This is an optimization exercise on Yosys and OpenROAD, whose aim is small area, not a production implementation.
Function was checked by simulation only, so behaviour that the tests miss may differ from the original.

==> flow/design.v, too long to show whole: its modules and the start of the top module <==
// module clmul_top: 22 lines
// module Multiplier: 3779 lines
module clmul_top (
    input  wire         clk,
    input  wire [63:0]  a,
    input  wire [63:0]  b,
    output wire [127:0] p
);
  // ...
==> flow/run.sh <==
#!/bin/bash
# synth_recipe.tcl (not shown) runs the flow's synth.tcl, then flattens the netlist and writes it again
# the make line also repeats each setting of config.mk as NAME=value (left out here)
make -C /OpenROAD-flow-scripts/flow DESIGN_CONFIG=/design/flow/config.mk WORK_HOME=/design/flow/orfs CLKGATE_MAP_FILE= SYNTH_SCRIPT=/design/flow/synth_recipe.tcl finish
==> flow/config.mk <==
export PLATFORM = sky130hd
export DESIGN_NAME = clmul_top
export DESIGN_NICKNAME = clmul_top
export VERILOG_FILES = /design/flow/design.v
export SDC_FILE = /design/flow/constraint.sdc
export NUM_CORES = 4
export LEC_CHECK = 0
export CAP_MARGIN = 20
export CORE_MARGIN = 2
export CORE_UTILIZATION = 45
export SLEW_MARGIN = 20
==> flow/constraint.sdc <==
create_clock -name core_clock -period 5.0 [get_ports {clk}]
set_input_delay 1.0000 -clock core_clock [delete_from_list [all_inputs] [get_ports {clk}]]
set_output_delay 1.0000 -clock core_clock [all_outputs]
set_load 0.01 [all_outputs]
==> impl_summary.txt, run 1 <==
----------------------------------------------------
[Status]
  Result of the run ... complete, no violations

[Setup path]
  Launching instance or port of the critical path ... b_q[49]$_DFF_P_
  Worst Reg2Reg Path Length in Cells ... 11
  Endpoint of the most critical setup path ... p_q[64]$_DFF_P_
  R2R Path Start ... b_q[49]$_DFF_P_
  Maximum single-stage delay on the critical path ... around 840 ps
  Worst path arrival time ... 5200 ps
  Worst path depth ... 11

[Timing]
  Clock tree skew after final layout ... 24.9 ps
  Max frequency ... 0.212 GHz
  Worst hold slack across all endpoints ... 727 ps
  Max-slew violations ... 0

[Clock network]
  Total clock sinks ... about 260
  Level count of the clock H-tree ... 1
  Post-CTS Setup Repair Bufs ... 0

[Final layout]
  Invs w/o clock ... 11
  Multi-input logic portion of the cell area ... 71.3%
  Fraction of final layout cells with drive strength greater than 1 ... 11.1%
  Registers with the most flip-flops ... p_q: 127 flops, a_q: 64 flops, b_q: 64 flops
  Area fraction of clock buffers and clock inverters ... about 2.7%
  Share of the core filled with cells ... 52.5%
  Number of flip-flops and latches ... 255
  Fillers ... about 7300
  Synthesis-to-layout area growth ... 15.2%

[Floorplanning]
  Width of the chip ... 282 microns
  Boundary Pins ... 257
  TAP cells ... 1030
  Starting utilization of the core area ... 45.6%
  Total Die Area ... 0.0795 sq mm

[Logic synthesis]
  Combinational family with the most area after synthesis ... XOR/XNOR gates
  Number of synthesized flops with an enable pin ... 0
  Post-synth top area cell ... sky130_fd_sc_hd__xnor2_1
  Yosys Warn Count ... 1
  Most instantiated library cell after synthesis ... sky130_fd_sc_hd__xnor2_1
  Synthesized netlist cell count ... 4126

[Global route]
  Met2 capacity usage during global routing ... a little over half
  Global-route track usage on met1 ... 48.3%
  Number of global-route vias before repair ... between 20000 and 30000

[Hold path]
  Hold Path Depth ... 3

[Routing]
  Wire length per cell ... between 20 and 30 microns

[Placed design]
  Count of port buffers added during placement ... 255

----------------------------------------------------
==> inputs of run 2 (changes only) <==
==> flow/flow/run.sh (new file) <==
#!/bin/bash
# Standard synthesis, then every gate set back to its smallest drive strength
# (the layout's timing repair upsizes only what it must), then the standard
# layout with the ports buffered by buf_1 cells.
set -euo pipefail
bash standard.sh synth > synth.log 2>&1
openroad -no_init -exit flow/downsize.tcl > downsize.log 2>&1
export BUFFER_PORTS_ARGS="-buffer_cell sky130_fd_sc_hd__buf_1"
bash standard.sh > layout.log 2>&1
==> flow/flow/downsize.tcl (new file) <==
# Set every combinational gate of the synthesized netlist to drive strength 1
# and remove the synthesis buffers. Registers keep their cells.
set res orfs/results/$::env(FLOW_PLATFORM)/clmul_top/base
read_liberty $::env(FLOW_HOME)/platforms/sky130hd/lib/sky130_fd_sc_hd__tt_025C_1v80.lib
read_db $res/1_synth.odb
set bufs {}
foreach inst [get_cells *] {
  set m [get_property $inst ref_name]
  if {[regexp {^sky130_fd_sc_hd__(buf|clkbuf)_\d+$} $m]} { lappend bufs $inst }
}
puts "removing [llength $bufs] buffers"
remove_buffers $bufs
set n 0
foreach inst [get_cells *] {
  set m [get_property $inst ref_name]
  if {[regexp {^(sky130_fd_sc_hd__\w+)_(\d+)$} $m -> base sz] && $sz > 1
      && ![string match *df* $base] && ![string match *conb* $base]} {
    set lc [get_lib_cells -quiet ${base}_1]
    if {$lc ne ""} {
      replace_cell $inst $lc
      incr n
    }
  }
}
puts "downsized $n cells"
write_db $res/1_synth.odb
==> flow/standard.sh (new file) <==
#!/bin/bash
# synth_recipe.tcl (not shown) runs the flow's synth.tcl, then flattens the netlist and writes it again
# the make line also repeats each setting of config.mk as NAME=value (left out here)
make -C /OpenROAD-flow-scripts/flow DESIGN_CONFIG=/design/flow/config.mk WORK_HOME=/design/flow/orfs CLKGATE_MAP_FILE= SYNTH_SCRIPT=/design/flow/synth_recipe.tcl "${@:-finish}"
removed: flow/run.sh
==> run 2 against run 1 <==
Net effect: still clean on timing, DRC and antenna; die area is 9.6% lower; final cell count down 0.56%; maximum frequency up 3.9%; sequential share of layout area rose by 1.3 points; utilization grew 0.31 points; hold slack worse by 250 ps; routed wire length decreased by 6.4%; synthesized area down 9.7%; critical path type unchanged.
==> impl_summary.txt, run 2 <==
----------------------------------------------------
[Timing]
  Max-slew violations ... 0 (unchanged)
  Transition time at the pin with the least slew margin ... 1170 ps (was 1130 ps)
  Min cycle time layout ... 4530 ps (was 4710 ps)
  RSZ-0062 raised after global routing ... false (unchanged)
  Max frequency ... 0.221 GHz (was 0.212 GHz)
  Sum of negative setup slack ... 0 ps (unchanged)
  Final number of hold-violating endpoints ... 0 (unchanged)
  Clock tree skew after final layout ... 23.6 ps (was 24.9 ps)
  Number of setup violations in the final report ... 0 (unchanged)
  Max_slew headroom ... 21.4% (was 24.1%)
  Period utilisation layout ... 90.6% (was 94.2%)

[Setup path]
  Kind of start point of the critical path ... flop (unchanged)
  CP top delay family ... XOR/XNOR gates (unchanged)
  Worst path arrival time ... 5030 ps (was 5200 ps)
  Worst path most repeated cell ... sky130_fd_sc_hd__xnor2_1 (unchanged)
  Setup CP Type ... flop to flop (unchanged)
  Critical path buffer and inverter count ... 1 (was 0)
  Crit. End Element ... flop (unchanged)
  Peak fanout along the critical path ... 8 (unchanged)
  Maximum single-stage delay on the critical path ... 950 ps (was 840 ps)
  Req. time, crit path ... 5500 ps (was 5490 ps)
  Master of the slowest instance on the critical path ... sky130_fd_sc_hd__xnor2_1 (unchanged)
  Cell-by-cell listing of the critical path ... xnor2_1, nor2_1, xnor2_1, xnor2_1, xnor2_1, xnor2_1, xnor2_1, xnor2_1, buf_4, xnor2_1, xnor3_1 (was xnor2_1, nor2_1, xor2_1, xnor2_1, xnor2_1, xnor2_1, xnor2_2, xnor2_1, xnor2_1, xnor2_1, xnor2_1)

[Floorplanning]
  Total Die Area ... 0.0718 sq mm (was 0.0795 sq mm)
  # rows ... 96 (was 101)
  Vertical die dimension ... 268 microns (was 282 microns)
  Core Area ... 0.0688 sq mm (was 0.0762 sq mm)
  Starting utilization of the core area ... 45.6% (about the same)
  Boundary Pins ... 257 (unchanged)
  Width of the chip ... 268 microns (was 282 microns)

[Clock network]
  Number of gates resized after cts ... 0 (unchanged)
  Clock tree from TritonCTS ... yes (unchanged)
  Post-CTS Setup Repair Bufs ... 0 (unchanged)
  Clock latency on the worst-skew pair ... 620 ps (was 630 ps)
  Level count of the clock H-tree ... 1 (unchanged)
  Number of hold buffers added after CTS ... 0 (unchanged)
  Number of clock buffers inserted by TritonCTS ... 29 (was 30)
  Clock transition time at the flip-flop clock pins of the worst setup and hold paths ... 70 ps (about the same)
  Max Root-Sink Buffers ... 3 (unchanged)
  Total clock sinks ... 255 (unchanged)
  Root buffer cell ... sky130_fd_sc_hd__clkbuf_16 (unchanged)

[Final layout]
  Final Instance Count excl. Fillers ... 5490 (was 5521)
  Antenna fix cells ... 0 (was 1)
  Registers with the most flip-flops ... p_q: 127 flops, a_q: 64 flops, b_q: 64 flops (unchanged)
  Most common cell after layout, fill and taps aside ... sky130_fd_sc_hd__xnor2_1 (unchanged)
  Top reg by flops ... p_q (unchanged)
  Fraction of final layout cells with drive strength greater than 1 ... 6.78% (was 11.1%)
  Max FFs per register ... 127 (unchanged)
  Share of the core filled with cells ... 52.9% (was 52.5%)
  Leading cell types in the layout, fill and taps excluded ... sky130_fd_sc_hd__xnor2_1, sky130_fd_sc_hd__nor2_1, sky130_fd_sc_hd__xor2_1 (unchanged)
  Synthesis-to-layout area growth ... 16.0% (was 15.2%)
  Final nets ... 4666 (was 4596)

[Hold path]
  Path type of the worst min-delay path ... input port to flop (was flop to flop)

[Routing]
  Detailed-router iteration count before antenna repair ... 5 (unchanged)
  Routed Wire Length ... 137 mm (was 146 mm)
  Wire length per cell ... 24.9 microns (was 26.5 microns)
  Vias per std cell ... 5.23 (about the same)
  DRC viols ... 0 (unchanged)
  Violation count after the first detailed-route iteration ... 3503 (was 3759)
  Routed Antenna Nets ... 0 (unchanged)
  Via count ... 28700 (was 28900)

[Global route]
  Antenna violations before repair ... 1 (was 2)
  Total global-route track usage ... 37.2% (was 35.9%)
  First-pass GRT wire length ... 191 mm (was 202 mm)
  Aggregate global routing overflow ... 0 (unchanged)
  Number of global-route vias before repair ... 26700 (was 27100)
  Maximum number of pins on one net before global-route repair ... 15 (unchanged)

[Logic synthesis]
  Mapped Nets ... 4122 (was 4255)
  Synthesized netlist cell count ... 3993 (was 4126)
  Post-Synthesis Mean Instance Area ... 7.86 sq um (was 8.42 sq um)
  Yosys Warn Count ... 1 (unchanged)
  Total standard cell area after synthesis ... 0.0314 sq mm (was 0.0347 sq mm)

[Placed design]
  HPWL after detailed placement ... 114 mm (was 124 mm)
  Last weighted congestion value of the routability-driven placer ... 1.07 (was 1.06)
  Total instance count after detailed placement ... 5437 (was 5465)
  Count of port buffers added during placement ... 255 (unchanged)

[Flow run]
  Max cap viols ... 0 (unchanged)

[Status]
  Result of the run ... complete, no violations (unchanged)

----------------------------------------------------
[run 2: layout make-up]
class / count / area (sq um)
fillers: 6756 / 32500
clock inverters: 20 / 189
flip-flops and latches: 255 / 5100
clock buffers: 33 / 761
inverters: 11 / 41.3
well taps: 931 / 1160
repair buffers: 513 / 2890
multi-input cells: 3727 / 26200
[run 2: per-stage QoR]
step | worst slack [ps] | area, sq um | hold WS [ps]
after floorplan | 1690 | 31400 | 608
after global placement | 707 | 35400 | 716
after detailed placement | 692 | 35400 | 716
after CTS | 685 | 36400 | 448
after global routing | 440 | 36400 | 463
final | 468 | 36400 | 478
[run 2: metal layers]
layer / routed length, microns / GRT usage, %
met1: 56400 / 50.6
met4: 9590 / 21.1
met5: 0 / 0
met3: 14000 / 5.93
met2: 56900 / 55.7
[run 2: final timing paths]
check / from / endpoint / slack, ps / depth (start not counted)
max: b_q[30]$_DFF_P_ / p_q[63]$_DFF_P_ / 470 / 11
min: a[35] / a_q[35]$_DFF_P_ / 480 / 1
max reg2reg: b_q[30]$_DFF_P_ / p_q[63]$_DFF_P_ / 470 / 11
min reg2reg: b_q[63]$_DFF_P_ / p_q[126]$_DFF_P_ / 740 / 2
==> inputs of run 3 (changes only) <==
--- a/flow/config.mk
+++ b/flow/config.mk
@@ -10,2 +10,5 @@
 export CORE_UTILIZATION = 45
+export CTS_BUF_LIST = sky130_fd_sc_hd__clkbuf_4
+export GPL_TIMING_DRIVEN = 0
+export SETUP_SLACK_MARGIN = 0.4
 export SLEW_MARGIN = 20
==> run 3 against run 2 <==
Net effect: sequential share of layout area up 0.51 points; synthesized area unchanged; largest cell class unchanged; register-to-register slack worse by 270 ps; die area unchanged.
==> impl_summary.txt, run 3 <==
----------------------------------------------------
[Placed design]
  Count of port buffers added during placement ... 255 (unchanged)
  HPWL after detailed placement ... 106 mm (was 114 mm)
  Pre-CTS setup slack ... -213 ps (was 692 ps)
  Last weighted congestion value of the routability-driven placer ... 1.08 (was 1.07)

[Global route]
  Number of global-route vias before repair ... 26300 (was 26700)
  First-pass GRT wire length ... 182 mm (was 191 mm)
  Total global-route track usage ... 35.4% (was 37.2%)
  Antenna violations before repair ... 3 (was 1)
  Maximum number of pins on one net before global-route repair ... 14 (was 15)
  Aggregate global routing overflow ... 0 (unchanged)

[Routing]
  Routed Antenna Nets ... 0 (unchanged)
  Total met2 wirelength after detailed routing ... 53.5 mm (was 56.9 mm)
  DRC viols ... 0 (unchanged)
  Highest metal layer used by the detailed router ... met5 (was met4)
  Detailed-routed wire length on met3 ... 14.4 mm (was 14.0 mm)
  Wire length per cell ... 24.6 microns (was 24.9 microns)
  Via count ... 28100 (was 28700)
  Met1 Routed Length ... 52.2 mm (was 56.4 mm)
  Detailed-router iteration count before antenna repair ... 6 (was 5)
  Violation count after the first detailed-route iteration ... 3103 (was 3503)
  Vias per std cell ... 5.31 (was 5.23)
  Routed Wire Length ... 130 mm (was 137 mm)

[Final layout]
  Registers with the most flip-flops ... p_q: 127 flops, a_q: 64 flops, b_q: 64 flops (unchanged)
  Share of the core filled with cells ... 51.0% (was 52.9%)
  Max FFs per register ... 127 (unchanged)
  Leading cell types in the layout, fill and taps excluded ... sky130_fd_sc_hd__xnor2_1, sky130_fd_sc_hd__nor2_1, sky130_fd_sc_hd__xor2_1 (unchanged)
  Top reg by flops ... p_q (unchanged)
  Most common cell after layout, fill and taps aside ... sky130_fd_sc_hd__xnor2_1 (unchanged)
  Final nets ... 4452 (was 4666)
  Fraction of final layout cells with drive strength greater than 1 ... 4.61% (was 6.78%)
  Synthesis-to-layout area growth ... 12.0% (was 16.0%)

[Clock network]
  Max Root-Sink Buffers ... 3 (unchanged)
  Clock transition time at the flip-flop clock pins of the worst setup and hold paths ... 70 ps (about the same)
  Total clock sinks ... 255 (unchanged)
  Number of clock buffers inserted by TritonCTS ... 66 (was 29)
  Clock latency on the worst-skew pair ... 860 ps (was 620 ps)
  Level count of the clock H-tree ... 3 (was 1)
  Clock tree from TritonCTS ... yes (unchanged)
  Root buffer cell ... sky130_fd_sc_hd__clkbuf_4 (was sky130_fd_sc_hd__clkbuf_16)

[Floorplanning]
  Vertical die dimension ... 268 microns (unchanged)
  Boundary Pins ... 257 (unchanged)
  Core Area ... 0.0688 sq mm (unchanged)
  # rows ... 96 (unchanged)
  Starting utilization of the core area ... 45.6% (unchanged)
  Width of the chip ... 268 microns (unchanged)
  Total Die Area ... 0.0718 sq mm (unchanged)

[Logic synthesis]
  Yosys Warn Count ... 1 (unchanged)
  Mapped Nets ... 4122 (unchanged)
  Post-Synthesis Mean Instance Area ... 7.86 sq um (unchanged)
  Total standard cell area after synthesis ... 0.0314 sq mm (unchanged)
  Synthesized netlist cell count ... 3993 (unchanged)

[Timing]
  Transition time at the pin with the least slew margin ... 1160 ps (was 1170 ps)
  Sum of negative setup slack ... 0 ps (unchanged)
  Clock tree skew after final layout ... 45.2 ps (was 23.6 ps)
  Period utilisation layout ... 95.9% (was 90.6%)
  RSZ-0062 raised after global routing ... true (was false)
  Worst path setup slack after routing ... 203 ps (was 468 ps)
  Max-slew violations ... 0 (unchanged)
  Min cycle time layout ... 4800 ps (was 4530 ps)
  Max frequency ... 0.208 GHz (was 0.221 GHz)
  Max_slew headroom ... 22.3% (was 21.4%)
  Number of setup violations in the final report ... 0 (unchanged)
  Final number of hold-violating endpoints ... 0 (unchanged)

[Setup path]
  Crit. End Element ... flop (unchanged)
  CP top delay family ... XOR/XNOR gates (unchanged)
  Critical path buffer and inverter count ... 0 (was 1)
  Kind of start point of the critical path ... flop (unchanged)
  Worst path most repeated cell ... sky130_fd_sc_hd__xnor2_1 (unchanged)
  Setup CP Type ... flop to flop (unchanged)
  Maximum single-stage delay on the critical path ... 990 ps (was 950 ps)
  Worst path arrival time ... 5490 ps (was 5030 ps)
  Req. time, crit path ... 5700 ps (was 5500 ps)
  Peak fanout along the critical path ... 9 (was 8)
  Master of the slowest instance on the critical path ... sky130_fd_sc_hd__xnor2_1 (unchanged)
  Cell-by-cell listing of the critical path ... xnor2_1, xnor2_1, xnor2_1, nor2_1, xnor2_1, xnor2_1, xnor2_1, xnor2_1, xnor2_1, xnor2_1, xnor2_1 (was xnor2_1, nor2_1, xnor2_1, xnor2_1, xnor2_1, xnor2_1, xnor2_1, xnor2_1, buf_4, xnor2_1, xnor3_1)

[Status]
  Result of the run ... complete, no violations (unchanged)

[Hold path]
  Path type of the worst min-delay path ... input port to flop (unchanged)

[Flow run]
  Max cap viols ... 0 (unchanged)

----------------------------------------------------
run 3: area by class of cell:
class,count,area (sq um)
Tap cell,931,1160
Fill cell,6886,33700
Multi-Input combinational cell,3727,26900
Inverter,11,41.3
Sequential cell,255,5110
Timing Repair Buffer,262,1030
Antenna cell,5,12.5
Clock inverter,17,149
Clock buffer,91,683
run 3: worst reg2reg max path: cells and delay by family, from the launching register on:
| family | cells | cell delay (ps) |
|---|---|---|
| and+or+nand+nor | 1 | 250 |
| DFF | 1 | 780 |
| xor gates and xnor gates | 10 | 3640 |
run 3: timing repair:
item,in CTS,in global routing
hold buffers,0,0
buffers inserted,0,0
hold endpoints to repair,0,0
endpoints found under the setup margin,18,14
resized for setup,23,42
run 3: layer usage:
metal  vias up  track usage [%]
li1      12900                -
met1     13100             46.6
met2      1657             51.7
met3       427             8.04
met4         2             23.4
met5         -                0
run 3: metrics by stage:
stage | hold WS [ps] | instances | cell area [sq um]
after floorplan | 608 | 3993 | 31400
final | 230 | 5299 | 35100
after global routing | 205 | 5298 | 35100
after CTS | 194 | 5294 | 34800
after detailed placement | 754 | 5186 | 33800
after global placement | 750 | 5179 | 33500
run 3: worst paths after layout:
check | start | end | slack, ps | cells past startpoint
max | b_q[52]$_DFF_P_ | p_q[66]$_DFF_P_ | 200 | 11
min | a[58] | a_q[58]$_DFF_P_ | 230 | 1
max reg2reg | b_q[52]$_DFF_P_ | p_q[66]$_DFF_P_ | 200 | 11
min reg2reg | b_q[63]$_DFF_P_ | p_q[126]$_DFF_P_ | 830 | 2
==> inputs of run 4 (changes only) <==
==> flow/flow/run.sh (replaced) <==
#!/bin/bash
# Own flow: the standard synthesis script, except that the gates are mapped
# one to one onto sky130 cells (no ABC restructuring), inverters folded into
# XOR/XNOR gates, every gate at drive strength 1; then the standard layout
# with the ports buffered by buf_1 cells. Each tool's output goes to its own
# log here.
set -euo pipefail
W=$PWD
R=$W/orfs/results/$FLOW_PLATFORM/clmul_top/base
{ cat flow/synth_pre.tcl; sed '1s/-noshare /-noshare -noabc /' synth_recipe.tcl; } > my_synth.tcl
grep -q -- '-noshare -noabc' my_synth.tcl
sed "s#SYNTH_SCRIPT=[^ ]*#SYNTH_SCRIPT=$W/my_synth.tcl#" standard.sh > my_standard.sh
grep -q "SYNTH_SCRIPT=$W/my_synth.tcl" my_standard.sh
export FLOW_GATES_MAP=$W/flow/gates_map.v
bash my_standard.sh "$R/1_2_yosys.v" > synth.log 2>&1
python3 flow/absorb_inv.py "$R/1_2_yosys.v" "$W/absorbed.v" > absorb.log 2>&1
cp "$W/absorbed.v" "$R/1_2_yosys.v"
export BUFFER_PORTS_ARGS="-buffer_cell sky130_fd_sc_hd__buf_1"
bash my_standard.sh > layout.log 2>&1
==> flow/flow/absorb_inv.py (new file) <==
#!/usr/bin/env python3
"""Remove inverters from a mapped netlist by absorbing them into XOR/XNOR
gates: an inverter fed by an XOR/XNOR that drives nothing else flips that
gate (xor2 <-> xnor2); an inverter that drives only XOR/XNOR inputs flips
those gates instead. Usage: absorb_inv.py IN.v OUT.v"""
import re, sys
from collections import defaultdict

P = 'sky130_fd_sc_hd__'
FLIP = {P + 'xor2_1': (P + 'xnor2_1', 'Y'), P + 'xnor2_1': (P + 'xor2_1', 'X')}
OUTPIN = {P + 'xor2_1': 'X', P + 'xnor2_1': 'Y', P + 'inv_1': 'Y'}

src = open(sys.argv[1]).read()
inst_re = re.compile(r'^(\s*)(' + P + r'\w+)\s+(\S+)\s*\((.*?)\);\n', re.M | re.S)
pin_re = re.compile(r'\.(\w+)\(\s*((?:\\\S+ )|[^()\s]+)\s*\)')

cells = {}   # name -> [type, {pin: net}, span]
order = []
for m in inst_re.finditer(src):
    pins = dict((p, n.strip()) for p, n in pin_re.findall(m.group(4)))
    cells[m.group(3)] = [m.group(2), pins]
    order.append((m.start(), m.end(), m.group(3)))

rest = inst_re.sub('', src)
ext = set()
for line in re.findall(r'^\s*(?:input|output|inout|assign)\b[^;]*;', rest, re.M):
    for tok in re.findall(r'(\\\S+ |[A-Za-z_][\w$]*(?:\[\d+\])?)', line):
        ext.add(tok.strip())
def is_ext(n):
    return n in ext or n.split('[')[0] in ext

def build():
    drv = {}; loads = defaultdict(list)
    for c, (t, pins) in cells.items():
        for p, n in pins.items():
            if t in OUTPIN and p == OUTPIN[t] or (t not in OUTPIN and p in ('X', 'Y', 'Q', 'HI', 'LO', 'COUT', 'SUM')):
                drv[n] = (c, p)
            else:
                loads[n].append((c, p))
    return drv, loads

def flip(c):
    t, pins = cells[c]
    nt, nout = FLIP[t]
    out = pins.pop(OUTPIN[t])
    pins[nout] = out
    cells[c][0] = nt

removed = 0
changed = True
while changed:
    changed = False
    drv, loads = build()
    for c in list(cells):
        if c not in cells or cells[c][0] != P + 'inv_1': continue
        a = cells[c][1]['A']; y = cells[c][1]['Y']
        d = drv.get(a)
        # rule 1: driver is an XOR/XNOR whose only load is this inverter
        if d and cells[d[0]][0] in FLIP and len(loads[a]) == 1 and not is_ext(a):
            g = d[0]
            flip(g)
            cells[g][1][OUTPIN[cells[g][0]]] = y
            del cells[c]; removed += 1; changed = True
            break
        # rule 2: every load of the inverter is an XOR/XNOR input
        ls = loads[y]
        if ls and not is_ext(y) and all(cells[l][0] in FLIP and p in ('A', 'B') for l, p in ls):
            for l, p in ls:
                cells[l][1][p] = a
                flip(l)
            del cells[c]; removed += 1; changed = True
            break

def fmt(c):
    t, pins = cells[c]
    body = ',\n'.join('    .%s(%s)' % (p, n + (' ' if n.startswith('\\') else '')) for p, n in pins.items())
    return '  %s %s (\n%s\n  );\n' % (t, c, body)

out = []; pos = 0
for s, e, c in order:
    out.append(src[pos:s]); pos = e
    if c in cells: out.append(fmt(c))
out.append(src[pos:])
open(sys.argv[2], 'w').write(''.join(out))
left = sum(1 for t, _ in cells.values() if t == P + 'inv_1')
print('absorbed %d inverters, %d left' % (removed, left))
==> flow/flow/gates_map.v (new file) <==
// One sky130 cell per Yosys gate, no restructuring. AND and OR come out as
// NAND/NOR plus an inverter; absorb_inv.py later folds inverters into XORs.
module \$_NOT_ (input A, output Y);
  sky130_fd_sc_hd__inv_1 _TECHMAP_REPLACE_ (.A(A), .Y(Y));
endmodule
module \$_BUF_ (input A, output Y);
  sky130_fd_sc_hd__buf_1 _TECHMAP_REPLACE_ (.A(A), .X(Y));
endmodule
module \$_NAND_ (input A, B, output Y);
  sky130_fd_sc_hd__nand2_1 _TECHMAP_REPLACE_ (.A(A), .B(B), .Y(Y));
endmodule
module \$_NOR_ (input A, B, output Y);
  sky130_fd_sc_hd__nor2_1 _TECHMAP_REPLACE_ (.A(A), .B(B), .Y(Y));
endmodule
module \$_AND_ (input A, B, output Y);
  wire n;
  sky130_fd_sc_hd__nand2_1 g (.A(A), .B(B), .Y(n));
  sky130_fd_sc_hd__inv_1 i (.A(n), .Y(Y));
endmodule
module \$_OR_ (input A, B, output Y);
  wire n;
  sky130_fd_sc_hd__nor2_1 g (.A(A), .B(B), .Y(n));
  sky130_fd_sc_hd__inv_1 i (.A(n), .Y(Y));
endmodule
module \$_ANDNOT_ (input A, B, output Y);
  sky130_fd_sc_hd__and2b_1 _TECHMAP_REPLACE_ (.A_N(B), .B(A), .X(Y));
endmodule
module \$_ORNOT_ (input A, B, output Y);
  sky130_fd_sc_hd__or2b_1 _TECHMAP_REPLACE_ (.A(A), .B_N(B), .X(Y));
endmodule
module \$_XOR_ (input A, B, output Y);
  sky130_fd_sc_hd__xor2_1 _TECHMAP_REPLACE_ (.A(A), .B(B), .X(Y));
endmodule
module \$_XNOR_ (input A, B, output Y);
  sky130_fd_sc_hd__xnor2_1 _TECHMAP_REPLACE_ (.A(A), .B(B), .Y(Y));
endmodule
module \$_MUX_ (input A, B, S, output Y);
  sky130_fd_sc_hd__mux2_1 _TECHMAP_REPLACE_ (.A0(A), .A1(B), .S(S), .X(Y));
endmodule
==> flow/flow/synth_pre.tcl (new file) <==
# Prepended to synth_recipe.tcl: Yosys's synth runs without its own ABC pass,
# and ORFS's ABC mapping step is replaced by a one-to-one gate mapping, so the
# netlist keeps the gate structure the RTL spells out.
proc abc {args} {
  yosys techmap -map $::env(FLOW_GATES_MAP)
  yosys opt_clean
}
--- a/flow/config.mk
+++ b/flow/config.mk
@@ -11,3 +11,6 @@
 export CTS_BUF_LIST = sky130_fd_sc_hd__clkbuf_4
+export CTS_CLUSTER_DIAMETER = 70
+export CTS_CLUSTER_SIZE = 10
 export GPL_TIMING_DRIVEN = 0
+export PLACE_DENSITY = 0.8
 export SETUP_SLACK_MARGIN = 0.4
removed: flow/flow/downsize.tcl
==> run 4 against run 3 <==
Net effect: still clean; synthesized area decreased by 2.6%; worst setup slack improved by 24 ps; clock-buffer cell count shrank 55; die area down 2.6%; critical path type unchanged; highest routed layer unchanged.
==> impl_summary.txt, run 4 <==
----------------------------------------------------
[Status]
  Result of the run ... complete, no violations (unchanged)

[Global route]
  Number of global-route vias before repair ... 25500 (was 26300)
  Total global-route track usage ... 31.8% (was 35.4%)
  Antenna violations before repair ... 8 (was 3)
  Maximum number of pins on one net before global-route repair ... 15 (was 14)
  Aggregate global routing overflow ... 0 (unchanged)
  First-pass GRT wire length ... 166 mm (was 182 mm)

[Clock network]
  Number of gates resized after cts ... 35 (was 23)
  Max Root-Sink Buffers ... 3 (unchanged)
  Clock latency on the worst-skew pair ... 830 ps (was 860 ps)
  Number of hold buffers added after CTS ... 0 (unchanged)
  Post-CTS Setup Repair Bufs ... 0 (unchanged)
  Total clock sinks ... 255 (unchanged)
  Clock transition time at the flip-flop clock pins of the worst setup and hold paths ... 110 ps (was 70 ps)
  Clock tree from TritonCTS ... yes (unchanged)
  Level count of the clock H-tree ... 1 (was 3)
  Root buffer cell ... sky130_fd_sc_hd__clkbuf_4 (unchanged)
  Number of clock buffers inserted by TritonCTS ... 30 (was 66)

[Logic synthesis]
  Synthesized netlist cell count ... 3902 (was 3993)
  Total standard cell area after synthesis ... 0.0305 sq mm (was 0.0314 sq mm)
  Mapped Nets ... 4031 (was 4122)
  Yosys Warn Count ... 1 (unchanged)
  Post-Synthesis Mean Instance Area ... 7.83 sq um (was 7.86 sq um)

[Hold path]
  Startpoint of the most critical hold path ... b[18] (was a[58])
  Worst Hold End ... b_q[18]$_DFF_P_ (was a_q[58]$_DFF_P_)
  Hold Path Depth ... 1 (unchanged)
  Path type of the worst min-delay path ... input port to flop (unchanged)

[Setup path]
  Worst reg-to-reg setup slack ... 230 ps (was 200 ps)
  Setup CP Type ... flop to flop (unchanged)
  Reg-to-Reg End ... p_q[63]$_DFF_P_ (was p_q[66]$_DFF_P_)
  Worst path arrival time ... 5520 ps (was 5490 ps)
  Peak fanout along the critical path ... 8 (was 9)
  Crit. End Element ... flop (unchanged)
  R2R Path Start ... b_q[63]$_DFF_P_ (was b_q[52]$_DFF_P_)
  Req. time, crit path ... 5750 ps (was 5700 ps)
  Worst Reg2Reg Path Length in Cells ... 11 (unchanged)
  Kind of start point of the critical path ... flop (unchanged)

[Routing]
  Vias per std cell ... 5.35 (was 5.31)
  Wire length per cell ... 22.8 microns (was 24.6 microns)
  DRC viols ... 0 (unchanged)
  Violation count after the first detailed-route iteration ... 3465 (was 3103)
  Detailed-router iteration count before antenna repair ... 6 (unchanged)
  Routed Antenna Nets ... 0 (unchanged)
  Via count ... 27100 (was 28100)
  Routed Wire Length ... 116 mm (was 130 mm)

[Timing]
  Max-slew violations ... 0 (unchanged)
  Max frequency ... 0.210 GHz (was 0.208 GHz)
  Period utilisation layout ... 95.5% (was 95.9%)
  Transition time at the pin with the least slew margin ... 1190 ps (was 1160 ps)
  Max_slew headroom ... 20.6% (was 22.3%)
  Clock tree skew after final layout ... 77.9 ps (was 45.2 ps)
  RSZ-0062 raised after global routing ... true (unchanged)
  Sum of negative setup slack ... 0 ps (unchanged)
  Min cycle time layout ... 4770 ps (was 4800 ps)
  Final number of hold-violating endpoints ... 0 (unchanged)
  Number of setup violations in the final report ... 0 (unchanged)

[Floorplanning]
  Core Area ... 0.0672 sq mm (was 0.0688 sq mm)
  # rows ... 95 (was 96)
  Total Die Area ... 0.0700 sq mm (was 0.0718 sq mm)
  Boundary Pins ... 257 (unchanged)
  Starting utilization of the core area ... 45.5% (was 45.6%)
  Vertical die dimension ... 265 microns (was 268 microns)
  Width of the chip ... 265 microns (was 268 microns)

[Final layout]
  Top reg by flops ... p_q (unchanged)
  Synthesis-to-layout area growth ... 11.5% (was 12.0%)
  Most common cell after layout, fill and taps aside ... sky130_fd_sc_hd__xor2_1 (was sky130_fd_sc_hd__xnor2_1)
  Fraction of final layout cells with drive strength greater than 1 ... 5.43% (was 4.61%)
  Final nets ... 4319 (was 4452)
  Max FFs per register ... 127 (unchanged)
  Registers with the most flip-flops ... p_q: 127 flops, a_q: 64 flops, b_q: 64 flops (unchanged)
  Leading cell types in the layout, fill and taps excluded ... sky130_fd_sc_hd__xor2_1, sky130_fd_sc_hd__nand2_1, sky130_fd_sc_hd__xnor2_1 (was sky130_fd_sc_hd__xnor2_1, sky130_fd_sc_hd__nor2_1, sky130_fd_sc_hd__xor2_1)

[Placed design]
  Last weighted congestion value of the routability-driven placer ... 1.09 (was 1.08)
  Count of port buffers added during placement ... 255 (unchanged)
  HPWL after detailed placement ... 93.4 mm (was 106 mm)

[Flow run]
  Max cap viols ... 0 (unchanged)

----------------------------------------------------
-- run 4: how the worst max path moves through the flow --
stage                         start              end  cells after the start  slack, ps
finish              b_q[63]$_DFF_P_  p_q[63]$_DFF_P_                     11        230
CTS                 b_q[55]$_DFF_P_  p_q[56]$_DFF_P_                     12        230
global route        b_q[63]$_DFF_P_  p_q[63]$_DFF_P_                     11        230
floorplan            b_q[3]$_DFF_P_  p_q[64]$_DFF_P_                     12       1770
global placement     a_q[6]$_DFF_P_  p_q[56]$_DFF_P_                     12        160
detailed placement  a_q[21]$_DFF_P_  p_q[56]$_DFF_P_                     12        170
-- run 4: metrics by stage --
stage | setup WS [ps] | std cells | utilization, % | area (sq um) | hold slack [ps]
after global placement | 165 | 5030 | 48.5 | 32600 | 825
after global routing | 232 | 5070 | 50.7 | 34000 | 165
final | 227 | 5076 | 50.7 | 34100 | 245
after CTS | 234 | 5069 | 49.3 | 33100 | 151
after detailed placement | 170 | 5031 | 48.5 | 32600 | 840
after floorplan | 1770 | 3902 | - | 30500 | 612
-- run 4: area by class of cell --
class / instances / area, sq um
sequential: 255 / 5160
timing repair buffer: 256 / 965
buffer: 1 / 7.51
inverter: 2 / 7.51
clock buffer: 36 / 270
multi-input combinational: 3644 / 26500
clock inverter: 2 / 12.5
fill: 6404 / 33100
tap: 873 / 1090
antenna: 7 / 17.5
-- run 4: critical path: stages, from the launching register on --
cell and delay [ps]:
sky130_fd_sc_hd__dfxtp_1 690, sky130_fd_sc_hd__nand2_1 190, sky130_fd_sc_hd__xor2_1 330, sky130_fd_sc_hd__xor2_2 520
sky130_fd_sc_hd__xor2_1 280, sky130_fd_sc_hd__xor2_1 680, sky130_fd_sc_hd__xor2_1 310, sky130_fd_sc_hd__xor2_2 410
sky130_fd_sc_hd__xor2_1 280, sky130_fd_sc_hd__xor2_2 360, sky130_fd_sc_hd__xor2_2 490, sky130_fd_sc_hd__xor2_1 190
-- run 4: layer usage --
metal  vias up  routed length [microns]  global-route usage, %  share of wire [%]
met2      1791                    50200                   48.5                 43
met5         -                       72                  0.416              0.062
li1      12200                        -                      -                  -
met4         8                     7740                   18.8                6.7
met3       399                    14100                   9.76                 12
met1     12700                    43400                   39.4                 38
==> inputs of run 5 (changes only) <==
--- a/flow/config.mk
+++ b/flow/config.mk
@@ -9,3 +9,3 @@
 export CORE_MARGIN = 2
-export CORE_UTILIZATION = 45
+export CORE_UTILIZATION = 60
 export CTS_BUF_LIST = sky130_fd_sc_hd__clkbuf_4
==> run 5 against run 4 <==
Net effect: critical path type unchanged; still clean; routed wire length fell by 3.8%; synthesized cell count did not move; first-iteration DRC count rose by 18%.
==> impl_summary.txt, run 5 <==
----------------------------------------------------
[Setup path]
  Kind of start point of the critical path ... flop (unchanged)
  Maximum single-stage delay on the critical path ... 920 ps (was 690 ps)
  Cell-by-cell listing of the critical path ... xor2_1, nand2_1, xor2_1, xor2_1, xor2_1, xor2_1, xor2_1, xor2_1, xor2_1 (was nand2_1, xor2_1, xor2_2, xor2_1, xor2_1, xor2_1, xor2_2, xor2_1, xor2_2, xor2_2, xor2_1)
  Worst path most repeated cell ... sky130_fd_sc_hd__xor2_1 (unchanged)
  Worst path arrival time ... 5430 ps (was 5520 ps)
  Master of the slowest instance on the critical path ... sky130_fd_sc_hd__xor2_1 (was sky130_fd_sc_hd__dfxtp_1)
  Peak fanout along the critical path ... 8 (unchanged)
  Req. time, crit path ... 5630 ps (was 5750 ps)
  Crit. End Element ... flop (unchanged)
  Setup CP Type ... flop to flop (unchanged)

[Logic synthesis]
  Synthesized netlist cell count ... 3902 (unchanged)
  Yosys Warn Count ... 1 (unchanged)
  Total standard cell area after synthesis ... 0.0305 sq mm (unchanged)
  Post-Synthesis Mean Instance Area ... 7.83 sq um (unchanged)
  Mapped Nets ... 4031 (unchanged)

[Routing]
  Routed Wire Length ... 111 mm (was 116 mm)
  Detailed-router iteration count before antenna repair ... 15 (was 6)
  DRC viols ... 0 (unchanged)
  Via count ... 27400 (was 27100)
  Wire length per cell ... 22.9 microns (was 22.8 microns)
  Violation count after the first detailed-route iteration ... 4094 (was 3465)
  Routed Antenna Nets ... 0 (unchanged)
  Vias per std cell ... 5.62 (was 5.35)

[Global route]
  Number of global-route vias before repair ... 25800 (was 25500)
  First-pass GRT wire length ... 161 mm (was 166 mm)
  Antenna violations before repair ... 3 (was 8)
  Aggregate global routing overflow ... 0 (unchanged)
  Total global-route track usage ... 40.6% (was 31.8%)
  Maximum number of pins on one net before global-route repair ... 16 (was 15)

[Final layout]
  Synthesis-to-layout area growth ... 9.29% (was 11.5%)
  Area of combinational cells with multiple inputs ... 0.0262 sq mm (was 0.0265 sq mm)
  Most common cell after layout, fill and taps aside ... sky130_fd_sc_hd__xor2_1 (unchanged)
  Fillers ... 4347 (was 6404)
  Final nets ... 4317 (was 4319)
  Registers with the most flip-flops ... p_q: 127 flops, a_q: 64 flops, b_q: 64 flops (unchanged)
  Flip-flop and latch area ... 0.00511 sq mm (was 0.00516 sq mm)
  Fraction of final layout cells with drive strength greater than 1 ... 3.39% (was 5.43%)
  Share of the core filled with cells ... 66.5% (was 50.7%)
  Final non-filler cell area ... 0.0334 sq mm (was 0.0341 sq mm)
  Top reg by flops ... p_q (unchanged)
  Leading cell types in the layout, fill and taps excluded ... sky130_fd_sc_hd__xor2_1, sky130_fd_sc_hd__nand2_1, sky130_fd_sc_hd__xnor2_1 (unchanged)
  Max FFs per register ... 127 (unchanged)

[Hold path]
  Path type of the worst min-delay path ... input port to flop (unchanged)

[Floorplanning]
  Total Die Area ... 0.0527 sq mm (was 0.0700 sq mm)
  Width of the chip ... 230 microns (was 265 microns)
  Starting utilization of the core area ... 60.9% (was 45.5%)
  # rows ... 82 (was 95)
  Boundary Pins ... 257 (unchanged)
  Core Area ... 0.0502 sq mm (was 0.0672 sq mm)
  Vertical die dimension ... 230 microns (was 265 microns)

[Timing]
  Sum of negative setup slack ... 0 ps (unchanged)
  Min cycle time layout ... 4800 ps (was 4770 ps)
  Max frequency ... 0.208 GHz (was 0.210 GHz)
  RSZ-0062 raised after global routing ... true (unchanged)
  Max_slew headroom ... 21.3% (was 20.6%)
  Max-slew violations ... 0 (unchanged)
  Final number of hold-violating endpoints ... 0 (unchanged)
  Transition time at the pin with the least slew margin ... 1170 ps (was 1190 ps)
  Period utilisation layout ... 95.9% (was 95.5%)
  Number of setup violations in the final report ... 0 (unchanged)
  Clock tree skew after final layout ... 48.2 ps (was 77.9 ps)

[Placed design]
  Count of port buffers added during placement ... 255 (unchanged)
  Last weighted congestion value of the routability-driven placer ... 1.11 (was 1.09)
  Instance area at placement ... 0.0323 sq mm (was 0.0326 sq mm)
  HPWL after detailed placement ... 88.9 mm (was 93.4 mm)

[Flow run]
  Max cap viols ... 0 (unchanged)

[Clock network]
  Post-CTS Setup Repair Bufs ... 0 (unchanged)
  Clock tree from TritonCTS ... yes (unchanged)
  Max Root-Sink Buffers ... 3 (unchanged)
  Number of clock buffers inserted by TritonCTS ... 29 (was 30)
  Root buffer cell ... sky130_fd_sc_hd__clkbuf_4 (unchanged)
  Clock transition time at the flip-flop clock pins of the worst setup and hold paths ... 110 ps (about the same)
  Level count of the clock H-tree ... 1 (unchanged)
  Total clock sinks ... 255 (unchanged)
  Clock latency on the worst-skew pair ... 810 ps (was 830 ps)

[Status]
  Result of the run ... complete, no violations (unchanged)

----------------------------------------------------
[run 5: area by class of cell]
cell class	count	share of cell area [%]
clock inverter	2	0.0375
clock buffer	31	0.697
sequential	255	15.3
multi-input combinational	3644	78.5
inverter	2	0.0225
tap	672	2.52
buffer	1	0.0225
antenna	1	0.00750
timing repair buffer	255	2.87
[run 5: final timing paths]
check,start,to,slack [ps],depth (start not counted)
worst max-delay path,a_q[2]$_DFF_P_,p_q[59]$_DFF_P_,200,9
worst min-delay path,a[18],a_q[18]$_DFF_P_,270,1
worst max register to register,a_q[2]$_DFF_P_,p_q[59]$_DFF_P_,200,9
worst min register to register,a_q[63]$_DFF_P_,p_q[126]$_DFF_P_,900,2
[run 5: what timing repair did]
item,4_1_cts,5_1_grt
gates resized for setup,15,93
setup endpoints to repair,5,36
hold buffers,0,0
[run 5: stage by stage]
step	instances	setup WS (ps)	hold WS [ps]
6_report	4863	203	267
5_1_grt	4863	320	209
4_1_cts	4862	398	184
3_5_place_dp	4829	394	801
3_3_place_gp	4829	422	789
2_1_floorplan	3902	1770	612
[run 5: routing by layer]
| layer | global-route usage, % | vias to the layer above | wire length (microns) |
|---|---|---|---|
| li1 | - | 12200 | - |
| met1 | 51.4 | 12500 | 41200 |
| met2 | 61.3 | 2038 | 46200 |
| met3 | 9.97 | 543 | 14200 |
| met4 | 26.1 | 2 | 9660 |
| met5 | 0 | - | 13 |
[run 5: worst max-delay path: cells and delay by family, from the launching register on]
kind	cells	cell delay, ps
simple gates	1	130
flops	1	730
xor+xnor	8	3740

==> separate check: timing with driven ports <==
In the flow no input, the clock included, has a driving cell. The finished layouts below were timed again as built, in two steps. Step 1 sets driving cells, clkbuf_16 on the clock port and buf_2 on the other inputs (assumed; they add their load-dependent delay and slew). Step 2 times the ports against the registers' clock, not the clock port: input delays grow and output delays shrink by t, the midpoint of the rising clock arrivals with the driver on. Three values: ideal ports, drivers, drivers and shift; two values: the first two.
run | t (ns) | setup WS [ns] | worst setup path at the end | slew at the worst register clock pin (ns) | worst data-port slew with drivers (ns)
run 1 | 0.689 | 0.290 / 0.290 / 0.290 | register to register | 0.08 / 0.08 | 0.05
run 2 | 0.670 | 0.468 / 0.468 / 0.468 | register to register | 0.07 / 0.07 | 0.04
run 3 | 0.905 | 0.203 / 0.203 / 0.203 | register to register | 0.07 / 0.07 | 0.05
run 4 | 0.853 | 0.227 / 0.227 / 0.227 | register to register | 0.12 / 0.12 | 0.05
run 5 | 0.847 | 0.203 / 0.203 / 0.203 | register to register | 0.11 / 0.11 | 0.05
After both steps setup and hold are still met in every run listed.
